This is an optimization exercise on Yosys and OpenROAD, whose aim is small area, not a production implementation. Function was checked by simulation only, so behaviour that the tests miss may differ from the original. Power figures rest on the tool's default switching activity, not on a simulated workload.

`flow/flow/run.sh`:
```
#!/bin/bash
# Own layout flow: the standard synthesis unchanged; its combinational
# cells re-mapped for area (flip-flops untouched, equivalence proved); then
# the standard ORFS steps with minimum-size port buffers and a CTS without
# dummy loads; synthesis buffers are removed at the floorplan and global
# placement is not timing driven (the design has ample slack). If a layout attempt fails (e.g. a routing fault), the layout
# is redone from the floorplan at a lower utilization.
set -uo pipefail
WORK=$(pwd)
R=$WORK/orfs/results/$FLOW_PLATFORM/flash_bus_controller/base
mkdir -p "$WORK/resyn_logs"
bash standard.sh synth > synth_tool.log 2>&1 || exit 1
bash flow/resyn.sh "$R" "$WORK/resyn_logs" > resyn_tool.log 2>&1 || exit 1
n=0
for util in 65 58 50 45; do
  n=$((n+1))
  if bash standard.sh \
      "CORE_UTILIZATION=$util" \
      "REMOVE_ABC_BUFFERS=1" \
      "GPL_TIMING_DRIVEN=0" \
      "BUFFER_PORTS_ARGS=-buffer_cell sky130_fd_sc_hd__buf_1" \
      "CTS_ARGS=-sink_clustering_enable -repair_clock_nets -dont_use_dummy_load -buf_list {sky130_fd_sc_hd__clkbuf_4 sky130_fd_sc_hd__clkbuf_8}" \
      finish > layout_tool_try$n.log 2>&1; then
    exit 0
  fi
  # keep the failed attempt's logs, then clear every result after synthesis
  mkdir -p "$WORK/failed_try$n"
  cp -r "$WORK/orfs/logs" "$WORK/failed_try$n/" 2>/dev/null || true
  find "$R" -maxdepth 1 -name '[2-6]_*' -exec rm -rf {} +
  rm -f "$R/route.guide" "$R/updated_clks.sdc" "$R/clock_period.txt.bak" "$WORK/out/final.def"
  find "$WORK/orfs/logs/$FLOW_PLATFORM/flash_bus_controller/base" -maxdepth 1 -name '[2-6]_*' -exec rm -f {} +
  find "$WORK/orfs/reports/$FLOW_PLATFORM/flash_bus_controller/base" -maxdepth 1 -name '[2-6]_*' -exec rm -f {} +
done
exit 1
```
`flow/flow/abc1.script`:
```
&get -n
&st
&deepsyn -I 4 -T 60
&dch -f
&nf -a -R 1000
&put
```
`flow/flow/abc2.script`:
```
&get -n
&st
&dch -f
&nf -a
&st
&dch -f
&nf -a
&st
&dch -f
&nf -a -R 1000
&put
```
`flow/flow/cutff.py`:
```
import re,sys
# Replace every flip-flop instance by module ports: Q becomes an input ffq_<n>, every other pin an output.
src=open(sys.argv[1]).read()
pat=re.compile(r'^\s*(sky130_fd_sc_hd__(?:df|edf|sdf|sedf)\w*)\s+(\\\S+|\w+)\s*\((.*?)\);',re.M|re.S)
newports=[];decls=[];assigns=[]
idx=[0]
def rep(m):
    typ,inst,body=m.group(1),m.group(2),m.group(3)
    key=re.sub(r'[^A-Za-z0-9_]','_',inst.lstrip('\\'))
    for pm in re.finditer(r'\.(\w+)\(\s*(.*?)\s*\)\s*(?:,|$)',body,re.S):
        pin,net=pm.group(1),pm.group(2)
        if pin in ('Q','Q_N'):
            n='ffq_%s_%s'%(key,pin); newports.append(n); decls.append('  input %s;'%n)
            assigns.append('  assign %s = %s ;'%(net,n) if pin=='Q' else '  assign %s = ~%s ;'%(net,'ffq_%s_Q'%key))
        elif pin in ('CLK','CLK_N'):
            pass
        else:
            n='ffo_%s_%s'%(key,pin); newports.append(n); decls.append('  output %s;'%n)
            assigns.append('  assign %s = %s ;'%(n,net))
    return ''
out=pat.sub(rep,src)
# add ports to module header
out=re.sub(r'(module\s+\w+\s*\()',lambda m:m.group(1)+','.join(newports)+',',out,count=1)
out=out.replace('endmodule','\n'.join(decls+assigns)+'\nendmodule')
open(sys.argv[2],'w').write(out)
```
`flow/flow/resyn.sh`:
```
#!/bin/bash
# Re-map the combinational cells of the standard synthesis netlist for area.
# Flip-flop instances (names, cell types, connections) are kept exactly as
# the standard synthesis made them. Each candidate is proved combinationally
# equivalent to the standard netlist (flip-flops cut by instance name) with a
# SAT proof; the smallest proven candidate replaces 1_2_yosys.v.
# usage: resyn.sh <results dir> <log dir>
set -uo pipefail
R=$1; LOGD=$2
HERE=$(cd "$(dirname "$0")" && pwd)
L=$FLOW_HOME/platforms/sky130hd/lib/sky130_fd_sc_hd__tt_025C_1v80.lib
YOSYS=${YOSYS_EXE:-$(command -v yosys || echo "$FLOW_HOME/../tools/install/yosys/bin/yosys")}
DU=""
for c in $(sed -n '/^export DONT_USE_CELLS += \\/,/^#/p' "$FLOW_HOME/platforms/sky130hd/config.mk" | tr -d '\\' | grep -o 'sky130_fd_sc_hd__[a-z0-9_]*'); do DU="$DU -dont_use $c"; done
cp "$R/1_2_yosys.v" "$LOGD/std_1_2_yosys.v"
GOLD=$LOGD/std_1_2_yosys.v
python3 "$HERE/cutff.py" "$GOLD" "$LOGD/gold_cut.v"
best=""; bestarea=""
area_of() {
  cat > "$LOGD/area_$2.ys" <<EOT
read_liberty -lib $L
read_verilog $1
hierarchy -top $FLOW_TOP
stat -liberty $L
EOT
  "$YOSYS" -q -l "$LOGD/area_$2.log" "$LOGD/area_$2.ys" >/dev/null 2>&1
  grep "Chip area" "$LOGD/area_$2.log" | tail -1 | awk '{print $NF}'
}
stdarea=$(area_of "$GOLD" std)
echo "standard netlist area: $stdarea"
for s in "$HERE"/abc*.script; do
  n=$(basename "$s" .script)
  out=$LOGD/resyn_$n.v
  cat > "$LOGD/resyn_$n.ys" <<EOT
read_liberty -ignore_miss_func $L
setattr -mod -set keep_hierarchy 1 sky130_fd_sc_hd__df* sky130_fd_sc_hd__edf* sky130_fd_sc_hd__sdf* sky130_fd_sc_hd__sedf* sky130_fd_sc_hd__dl*
read_verilog $GOLD
hierarchy -top $FLOW_TOP
flatten
opt_clean
select -module $FLOW_TOP
techmap
opt -fast
abc -liberty $L $DU -script $s
opt_clean -purge
select -clear
hilomap -singleton -hicell sky130_fd_sc_hd__conb_1 HI -locell sky130_fd_sc_hd__conb_1 LO
splitnets
opt_clean -purge
insbuf -buf sky130_fd_sc_hd__buf_4 A X
select $FLOW_TOP
write_verilog -noattr -noexpr -nohex -nodec -selected $out
EOT
  if ! timeout 600 "$YOSYS" -l "$LOGD/resyn_$n.log" "$LOGD/resyn_$n.ys" >/dev/null 2>&1; then echo "$n: resynthesis failed"; continue; fi
  a=$(area_of "$out" "$n")
  python3 "$HERE/cutff.py" "$out" "$LOGD/gate_cut_$n.v" || { echo "$n: cut failed"; continue; }
  cat > "$LOGD/eqv_$n.ys" <<EOT
read_liberty -ignore_miss_func $L
read_verilog $LOGD/gold_cut.v
rename $FLOW_TOP gold
read_verilog $LOGD/gate_cut_$n.v
rename $FLOW_TOP gate
flatten gold gate
miter -equiv -flatten -make_assert gold gate miter
hierarchy -top miter
sat -verify -prove-asserts miter
EOT
  if timeout 900 "$YOSYS" -l "$LOGD/eqv_$n.log" "$LOGD/eqv_$n.ys" >/dev/null 2>&1; then
    echo "$n: area $a, proved equivalent"
    if [ -z "$best" ] || awk "BEGIN{exit !($a < $bestarea)}"; then best=$out; bestarea=$a; fi
  else
    echo "$n: area $a, NOT proved equivalent, discarded"
  fi
done
if [ -n "$best" ] && awk "BEGIN{exit !($bestarea < $stdarea)}"; then
  echo "using $best ($bestarea < $stdarea)"
  cp "$best" "$R/1_2_yosys.v"
  rm -f "$R/1_synth.odb"
else
  echo "keeping the standard netlist"
fi
```
`flow/standard.sh`:
```
#!/bin/bash
# synth_recipe.tcl (not shown) runs the flow's synth.tcl, then flattens the netlist and writes it again
# the make line also repeats each setting of config.mk as NAME=value (left out here)
make -C /OpenROAD-flow-scripts/flow DESIGN_CONFIG=/design/flow/config.mk WORK_HOME=/design/flow/orfs CLKGATE_MAP_FILE= SYNTH_SCRIPT=/design/flow/synth_recipe.tcl "${@:-finish}"
```
`flow/config.mk`:
```
export PLATFORM = sky130hd
export DESIGN_NAME = flash_bus_controller
export DESIGN_NICKNAME = flash_bus_controller
export VERILOG_FILES = /design/flow/design.v
export SDC_FILE = /design/flow/constraint.sdc
export NUM_CORES = 4
export LEC_CHECK = 0
export CAP_MARGIN = 20
export CORE_MARGIN = 2
export CORE_UTILIZATION = 40
export SLEW_MARGIN = 20
```
`flow/constraint.sdc`:
```
create_clock -name core_clock -period 8.0 [get_ports {i_clk}]
set_input_delay 1.6000 -clock core_clock [delete_from_list [all_inputs] [get_ports {i_clk}]]
set_output_delay 1.6000 -clock core_clock [all_outputs]
set_load 0.01 [all_outputs]
```
`flow/design.v`:
```
module flash_bus_controller #(
	parameter PERIOD			= 8,
	parameter NUM_OF_CHIPS 			= 4,
	parameter OP_WIDTH			= 5,
	parameter BUS_ADDR_WIDTH		= 40,
	parameter LENGTH_WIDTH			= 15
)
(
	input 	i_clk,
	input 	i_rst,
	output reg				o_busy,		 
	input 	[OP_WIDTH-1:0] 			i_operation,	 
	input 	[log2(NUM_OF_CHIPS)-1:0]	i_chip,		 
	input 	[BUS_ADDR_WIDTH-1:0] 		i_addr,		 
	input 	[LENGTH_WIDTH-1:0]		i_length,	 
	input 					i_start,	 
        output  [LENGTH_WIDTH-1:0]              o_sample_count,  
        output	[NUM_OF_CHIPS-1:0] 		o_chip_ready,	 
	output	[NUM_OF_CHIPS-1:0] 		o_chip_result,	 
	output	[NUM_OF_CHIPS-1:0] 		o_chip_exists,	 
        input [15:0] i_adc_sample_fifo_data,
        input        i_adc_sample_fifo_almost_empty,
        input        i_adc_sample_fifo_empty,
        output       o_adc_sample_fifo_re,
        input        i_adc_sample_fifo_valid,
	output [12:0] o_wr_buffer_addr,
	input  [15:0] i_wr_buffer_data,
	output [12:0] o_rd_buffer_addr,
	output [15:0] o_rd_buffer_data,
	output	      o_rd_buffer_we,
	input 	[7:0] 		  i_bus_data,
	output	[7:0]	 	  o_bus_data,
	output		 	  o_bus_data_tri_n,
	output			  o_bus_we_n,
	output			  o_bus_re_n,
	output [NUM_OF_CHIPS-1:0] o_bus_ces_n,
	output			  o_bus_cle,
	output			  o_bus_ale
);
function integer log2;
	input integer value;
begin
	if (value <= 2) begin
		log2 = 1;
	end else begin
		for (log2 = 0; value > 1; log2 = log2 + 1)
			value = value >> 1;
	end
end
endfunction
	localparam S_RESET = 4'd0;
	localparam S_SU0   = 4'd1;
	localparam S_SU1   = 4'd2;
	localparam S_IDLE  = 4'd3;
	localparam S_ADC0  = 4'd4;
	localparam S_ADC1  = 4'd5;
	localparam S_WB    = 4'd6;
	localparam S_RHW   = 4'd7;
	localparam S_ADL   = 4'd8;
	localparam S_WHR   = 4'd9;
	localparam S_RSTAT = 4'd10;
	localparam S_RDATA = 4'd11;
	localparam S_CMD0  = 4'd12;
	localparam S_CMD1  = 4'd13;
	localparam S_ADDR  = 4'd14;
	localparam S_WDATA = 4'd15;
	reg [3:0]  state;
	reg [3:0]  cnt;            
	reg [3:0]  op;             
	reg [1:0]  chip;
	reg [39:0] addr;
	reg [2:0]  ab;             
	reg [13:0] hi;             
	reg        b0;             
	reg        l0;             
	reg [1:0]  so;             
	reg [3:0]  ready, result, exists;
	reg [14:0] scount;
	reg        adc_re;
	reg [13:0] wra;
	reg [12:0] rda;
	reg [15:0] rdd;
	reg        rdwe;
	reg [7:0]  bin;
	reg [7:0]  dout;
	reg        cle, ale, wd, act;
	wire is_w   = state[3] & state[2];
	wire is_r   = state[3] & ~state[2] & state[1];
	wire fresh  = act & (state == S_RESET);    
	wire c12    = ~cnt[2] & (cnt[1] ^ cnt[0]);    
	wire op_rs  = (op == 4'd0);
	wire op_rst = (op == 4'd2);
	wire op_st  = (op == 4'd3);
	wire op_sr  = (op == 4'd4);
	wire op_cr  = (op == 4'd5);
	wire op_pg  = (op == 4'd6);
	wire op_er  = (op == 4'd7);
	wire op_id  = (op == 4'd8);
	wire op_rp  = (op == 4'd9);
	wire op_ck  = (op == 4'd10);
	wire [14:0] bc    = {hi, b0};
	wire [14:0] bc_m1 = bc - 15'd1;
	wire        bc_is1 = (hi == 14'd0) & b0;
	wire end6  = cnt[2] & cnt[0];               
	wire end8  = cnt[2] & cnt[1] & cnt[0];      
	wire end9  = cnt[3];                        
	wire end13 = cnt[3] & cnt[2];               
	wire endrst = (cnt == 4'd7) & (hi == 14'd0);
	wire [3:0] dec = 4'b0001 << chip;
	wire [1:0] nc  = ~op[1] ? chip : chip + 2'd1;
	wire [7:0] abyte = (ab == 3'd0) ? addr[7:0]   :
	                   (ab == 3'd1) ? addr[15:8]  :
	                   (ab == 3'd2) ? addr[23:16] :
	                   (ab == 3'd3) ? addr[31:24] :
	                   (ab == 3'd4) ? addr[39:32] : {7'd0, ab == 3'd5};
	reg [3:0]  state_n, cnt_n, op_n;
	reg [1:0]  chip_n, so_n;
	reg [2:0]  ab_n;
	reg [13:0] hi_n;
	reg        b0_n, l0_n;
	reg [3:0]  ready_n, result_n, exists_n;
	reg [14:0] scount_n;
	reg        adc_re_n;
	reg [13:0] wra_n;
	reg [12:0] rda_n;
	reg [15:0] rdd_n;
	reg        rdwe_n;
	reg [7:0]  dout_n;
	reg        wra_step;
	always @* begin
		state_n  = state;
		cnt_n    = cnt + 4'd1;
		op_n     = op;
		chip_n   = chip;
		so_n     = so;
		ab_n     = ab;
		hi_n     = hi;
		b0_n     = b0;
		l0_n     = l0;
		ready_n  = ready;
		result_n = result;
		exists_n = exists;
		scount_n = scount;
		adc_re_n = 1'b0;
		wra_step = 1'b0;
		rda_n[2:0]  = rdwe ? rda[2:0] - 3'd1 : rda[2:0];
		rda_n[12:3] = (rdwe && rda[2:0] == 3'd0) ? rda[12:3] + 10'd1 : rda[12:3];
		rdd_n[15:8] = (b0 | fresh) ? rdd[15:8] : bin;
		rdd_n[7:0]  = (b0 & ~fresh) ? bin : rdd[7:0];
		rdwe_n   = 1'b0;
		dout_n   = 8'h00;
		o_busy   = 1'b1;
		case (state)
		S_RESET: begin
			if (cnt == 4'd15)
				hi_n = hi - 14'd1;
			chip_n = 2'd3;
			op_n   = 4'd2;
			if (endrst) begin
				ready_n = 4'hF;
				cnt_n   = 4'd0;
				state_n = S_SU0;
			end
		end
		S_SU0: begin
			cnt_n = 4'd0;
			if (so == 2'd3) begin
				state_n = S_IDLE;
			end else if (ready[nc]) begin
				state_n = S_SU1;
			end else begin
				op_n    = 4'd0;
				chip_n  = nc;
				state_n = ~op[1] ? S_RSTAT : S_CMD0;
			end
		end
		S_SU1: begin
			cnt_n   = 4'd0;
			op_n    = (so == 2'd0) ? 4'd2 : (so == 2'd1) ? 4'd3 : 4'd10;
			chip_n  = nc;
			hi_n    = {12'd0, 1'b1, so[1]};    
			if (nc == 2'd3)
				so_n = so + 2'd1;
			state_n = S_CMD0;
		end
		S_IDLE: begin
			cnt_n  = 4'd0;
			o_busy = 1'b0;
			op_n   = {i_operation[3] | i_operation[4], i_operation[2] | i_operation[4], i_operation[1:0]};
			chip_n = i_chip;
			if (i_operation == 5'd8 || i_operation == 5'd10) begin
				hi_n = 14'd3;
				l0_n = 1'b0;
			end else if (i_operation == 5'd3) begin
				hi_n = 14'd2;
				l0_n = 1'b0;
			end else begin
				hi_n = i_length[14:1];
				l0_n = i_length[0];
			end
			rda_n  = 13'd7;
			if (i_start)
				state_n = (i_operation == 5'd1)  ? S_RSTAT :
				          (i_operation == 5'd11) ? S_ADC0  : S_CMD0;
		end
		S_CMD0: begin
			dout_n = op_rs  ? 8'h70 :
			         op_rst ? 8'hFF :
			         (op_id | op_ck) ? 8'h90 :
			         op_rp  ? 8'hEC :
			         op_pg  ? 8'h80 :
			         op_er  ? 8'h60 :
			         op_st  ? 8'hEF : 8'h00;
			ab_n = op_st ? 3'd5 : (op_id | op_ck | op_rp) ? 3'd6 : op_er ? 3'd2 : 3'd0;
			if (op_rst)
				ready_n = ready & ~dec;
			if (end6) begin
				cnt_n   = 4'd0;
				state_n = (op_rs | op_cr) ? S_WHR : op_rst ? S_WB : S_ADDR;
			end
		end
		S_ADDR: begin
			dout_n = abyte;
			if (op[3] & ~op[2] & op[0])    
				ready_n = ready & ~dec;
			if (end6) begin
				cnt_n = 4'd0;
				if (ab[2])
					state_n = (op[3] & ~op[2]) ? (op[0] ? S_WB : S_WHR) :         
					          (~op[3] & op[1] & ~(op[2] & op[0])) ? S_ADL : S_CMD1;  
				else
					ab_n = ab + 3'd1;
			end
		end
		S_CMD1: begin
			dout_n = op[3] ? 8'h00 : op[0] ? 8'hD0 : op[1] ? 8'h10 : 8'h30;
			if (~op[3] & (op[0] | ~op[1]))    
				ready_n = ready & ~dec;
			if (end6) begin
				cnt_n   = 4'd0;
				state_n = ~op[3] ? S_WB : S_IDLE;
			end
		end
		S_WHR: begin
			b0_n = l0;
			if (end8) begin
				cnt_n   = 4'd0;
				state_n = (~op[3] & ~op[2]) ? S_RSTAT : S_RDATA;
			end
		end
		S_RSTAT: begin
			if (end6) begin
				ready_n  = (ready  & ~dec) | (dec & {4{bin[6]}});
				result_n = (result & ~dec) | (dec & {4{bin[0]}});
				cnt_n    = 4'd0;
				state_n  = S_RHW;
			end
		end
		S_ADL: begin
			if (end9) begin
				wra_step = 1'b1;
				cnt_n    = 4'd0;
				state_n  = S_WDATA;
				b0_n     = l0;
			end
		end
		S_RHW, S_WB: begin
			if (end13) begin
				cnt_n   = 4'd0;
				state_n = (so != 2'd3) ? S_SU0 : S_IDLE;
			end
		end
		S_WDATA: begin
			dout_n  = op[0] ? {5'd0, hi[1], 2'd0} : (b0 ? i_wr_buffer_data[7:0] : i_wr_buffer_data[15:8]);
			ready_n = ready & ~dec;
			if (end6) begin
				wra_step = 1'b1;
				{hi_n, b0_n} = bc_m1;
				cnt_n = 4'd0;
				if (bc_is1)
					state_n = op[0] ? S_WB : S_CMD1;
			end
		end
		S_RDATA: begin
			if (end6) begin
				rdwe_n = ~op[1] & b0;
				if (op[3] && hi[1:0] == 2'd2 && b0 && bin != 8'd0)
					exists_n = exists | dec;
				{hi_n, b0_n} = bc_m1;
				cnt_n = 4'd0;
				if (bc_is1)
					state_n = S_RHW;
			end
		end
		S_ADC0: begin
			cnt_n = 4'd0;
			if (i_adc_sample_fifo_empty) begin
				scount_n = 15'd0;
				state_n  = S_ADC1;
			end else if (adc_re && i_adc_sample_fifo_valid) begin
				rdd_n    = i_adc_sample_fifo_data;
				rdwe_n   = 1'b1;
				scount_n = scount + 15'd1;
				if (i_adc_sample_fifo_almost_empty)
					state_n = S_ADC1;
				else
					adc_re_n = 1'b1;
			end else begin
				scount_n = 15'd0;
				adc_re_n = 1'b1;
			end
		end
		S_ADC1: begin
			cnt_n    = 4'd0;
			rdd_n    = 16'hFFFF;
			rdwe_n   = 1'b1;
			scount_n = scount + 15'd1;
			state_n  = S_IDLE;
		end
		endcase
		if (state == S_IDLE)
			wra_n = 14'd15;
		else if (wra_step) begin
			wra_n[3:0]  = wra[3:0] - 4'd1;
			wra_n[13:4] = (wra[3:0] == 4'd0) ? wra[13:4] + 10'd1 : wra[13:4];
		end else
			wra_n = wra;
	end
	always @(posedge i_clk or posedge i_rst) begin
		if (i_rst) begin
			state  <= S_RESET;
			cnt    <= 4'd0;
			hi     <= 14'd7812;
			b0     <= 1'b0;
			l0     <= 1'b0;
			so     <= 2'd0;
			ready  <= 4'd0;
			result <= 4'd0;
			exists <= 4'd0;
			scount <= 15'd0;
			adc_re <= 1'b0;
			wra    <= 14'd0;
			rda    <= 13'd0;
			rdd    <= 16'd0;
			rdwe   <= 1'b0;
			dout   <= 8'd0;
			cle    <= 1'b0;
			ale    <= 1'b0;
			wd     <= 1'b1;
			act    <= 1'b1;
		end else begin
			state  <= state_n;
			cnt    <= cnt_n;
			hi     <= hi_n;
			b0     <= b0_n;
			l0     <= l0_n;
			so     <= so_n;
			ready  <= ready_n;
			result <= result_n;
			exists <= exists_n;
			scount <= scount_n;
			adc_re <= adc_re_n;
			wra    <= wra_n;
			rda    <= rda_n;
			rdd    <= rdd_n;
			rdwe   <= rdwe_n;
			dout   <= dout_n;
			cle    <= (state == S_CMD0) | (state == S_CMD1);
			ale    <= (state == S_ADDR);
			wd     <= (state == S_WDATA);
			act    <= state[3];
		end
	end
	always @(posedge i_clk) begin
		op   <= op_n;
		chip <= chip_n;
		ab   <= ab_n;
		bin  <= i_bus_data;
		if (state == S_IDLE)
			addr <= i_addr;
	end
	assign o_sample_count       = scount;
	assign o_adc_sample_fifo_re = adc_re;
	assign o_bus_data           = dout;
	assign o_bus_data_tri_n     = ~(cle | ale | wd);
	assign o_bus_we_n           = ~(is_w & c12);
	assign o_bus_re_n           = ~(is_r & c12);
	assign o_bus_ces_n          = ~({4{act}} & ({4{fresh}} | dec));
	assign o_bus_cle            = cle;
	assign o_bus_ale            = ale;
	assign o_chip_ready         = ready;
	assign o_chip_result        = result;
	assign o_chip_exists        = exists;
	assign o_wr_buffer_addr     = wra[13:1];
	assign o_rd_buffer_addr     = rda;
	assign o_rd_buffer_data     = rdd;
	assign o_rd_buffer_we       = rdwe;
endmodule
```
==> reports/results.ini <==
[global_routing]
grt_pass1_vias=5998
grtUsageTotal_pct=28.0
grt_pass1_wl_um=28100
grt.overflow.total=0
grt_start_max_net_pins=63
antenna_found_initial=0

[run]
timing.max_cap.violations=0

[timing]
worst_pin_slew_ps=1160
finalCritPeriodShare_pct=56.7
final-hold-violation-count=0
slew_headroom_pct=22.5
finClkSkew_ps=24.5
final-max-slew-violation-count=0
max_freq_ghz=0.221
timing.final.setup_violations=0
grt_setup_unrepaired=false
finalCriticalPeriod_ps=4530
fin_setup_tns_ps=0

[routing]
routed_wl_um=17400
route.vias.total=6119
initialDrtViolationCount=571
drt_pre_antenna_iters=6
route.detailed.vias_per_inst=5.99
ant_nets=0
post_drt_wl_per_cell_um=17.0
detail_route.drc_violations=0

[critical_path]
worstSetupStartpoint=state[1]
reg2regPathDepth=16
setup.worst_path.class=reg2out
critical_path_peak_fanout=23
endpoint_kind=primary output
req_time_crit_path_ps=6400
worstPathArrival_ps=2930
rr_startpoint=state[2]
worstSetupStartpointType=register

[clocking]
clock_tree_from_tritoncts=yes
holdBufCountCts=0
path_clk_slew_ps=90
ctsLongestPathBuffers=2
post_cts_resized=0
clock-sinks=167
root_buffer=sky130_fd_sc_hd__clkbuf_8
clock_insertion_delay_worst_skew_ps=440
postCtsSetupBuffers=0
cts_inserted_buffers=17
clock_tree.htree_level_count=4

[synthesis]
syn-cell-area_mm2=0.00759
netlist_instances=725
postSynthAreaPerCell_um2=10.5
yosysWarningCount=1

[min_path]
hp-start=addr[27]
hold-path-cell-count=2
hold_path_class=reg2reg

[finish]
num-nets-final=988
post_route_cells_drive_above_1_share_pct=4.67
n_antenna_cell=0
multiInputGateArea_mm2=0.00266
utilization_pct=73.1
area.growth.synth_to_final_pct=9.93
register_area_mm2=0.00439
number_of_fillers_in_the_final_layout=836

[floorplan]
die_w_um=112
fp.dieH_um=112
coreArea_mm2=0.0114
number_of_primary_i_o_pins=197
placementRows=39
die_area_mm2=0.0126
start_util_pct=66.5

[placed_design]
gp_congestion=0.882
dp_hpwl_um=12500
placement.io_buffers=196

[pwr]
total_leakage_power_nw=3.37
powerDensity_mw_per_mm2=314
power.ir.vdd_worst_uv=192

[status]
run_status=timing/DRC/antenna clean

## final timing paths
| kind | to | slack, ps |
|---|---|---|
| max in group asynchronous | act | 6130 |
| worst max-delay path | o_busy | 3470 |
| worst min register to register | dout[3] | 470 |
| worst min-delay path | dout[3] | 470 |
| min in group asynchronous | hi[13] | 1160 |
| worst max register to register | wra[13] | 3770 |
## layer usage
| layer | global-route usage [%] | vias up | share of wire (%) |
|---|---|---|---|
| met5 | 0 | - | 0 |
| met2 | 44.4 | 279 | 48 |
| li1 | - | 2881 | - |
| met3 | 8.64 | 36 | 8.5 |
| met4 | 10.7 | 0 | 2.2 |
| met1 | 36.9 | 2923 | 42 |
## layout by cell type (no fill, tap or decap), drive strengths merged, types with 7 or more instances in the layout
| master | count |
|---|---|
| dfxtp | 8 |
| clkbuf | 17 |
| nor4 | 9 |
| o22ai | 18 |
| nand3 | 19 |
| edfxtp | 49 |
| nor2 | 83 |
| clkinv | 12 |
| nor3 | 34 |
| buf | 205 |
| a22o | 10 |
| xor2 | 9 |
| dfrtp | 102 |
| a21oi | 65 |
| nor2b | 7 |
| o21ai | 37 |
| and2 | 11 |
| and3 | 13 |
| nand4 | 7 |
| dfstp | 8 |
| nand2b | 12 |
| nand2 | 61 |
## per-stage QoR
step                      area (µm²)  hold WS (ps)  power, mW  setup slack, ps  cells
after floorplan                 7070           425       1.87              515    656
after global placement          7990           429       2.13            -2560    995
after detailed placement        8090           443       2.18             3830   1004
after CTS                       8330           472       2.62             3470   1021
after global routing            8340           500       2.79             3230   1021
final                           8340           469       2.62             3470   1021
## state kept, by name, summed over array words and instances, names as in the netlist, 8 cells and up, named ones only
name    cells
scount     15
rdd        16
hi         14
wra        14
bin         8
rda        13
dout        8
addr       40
## power breakdown
group / total (mW) / switching, mW / leakage, nW / internal, mW
combinational: 0.842 / 0.531 / 1.34 / 0.311
clock: 0.438 / 0.250 / 0.122 / 0.188
sequential: 1.34 / 0.220 / 1.90 / 1.12
total: 2.62 / 1.00 / 3.37 / 1.62
## cell type report
cell class                      instances  share of cell area, %
Tap cell                              143                   2.14
Sequential cell                       167                   52.7
Inverter                               12                  0.600
Multi-Input combinational cell        477                   31.9
Timing Repair Buffer                  205                   9.84
Clock buffer                           17                   2.80
## worst max-delay path: stages (launching register included)
cell and delay [ps]:
sky130_fd_sc_hd__dfrtp_1 720, sky130_fd_sc_hd__nand2_1 170, sky130_fd_sc_hd__nor3_2 380, sky130_fd_sc_hd__buf_4 290
sky130_fd_sc_hd__clkinv_1 610, sky130_fd_sc_hd__buf_1 310

==> what the ideal ports hide <==
No port has a modelled driver above. Below, the same layout with a new extraction and two added sets of constraints. Step 1 assumes that a clkbuf_16 drives the clock port and a buf_2 every other input. Step 2 times the ports against the registers' clock, not the clock port: input delays grow and output delays shrink by t, the midpoint of the rising clock arrivals with the driver on. Three values: no drivers, after step 1, after step 2; two values: the first two.
shift t [ns]: 0.474
slack for setup (ns): 3.465 / 3.425 / 3.770
hold WS [ns]: 0.469 / 0.469 / 0.469
pins driven straight from the clock port: 1
After both steps this run still meets setup and hold. The setup slack of this run moves by -0.040 ns with the drivers and by +0.305 ns with both steps.
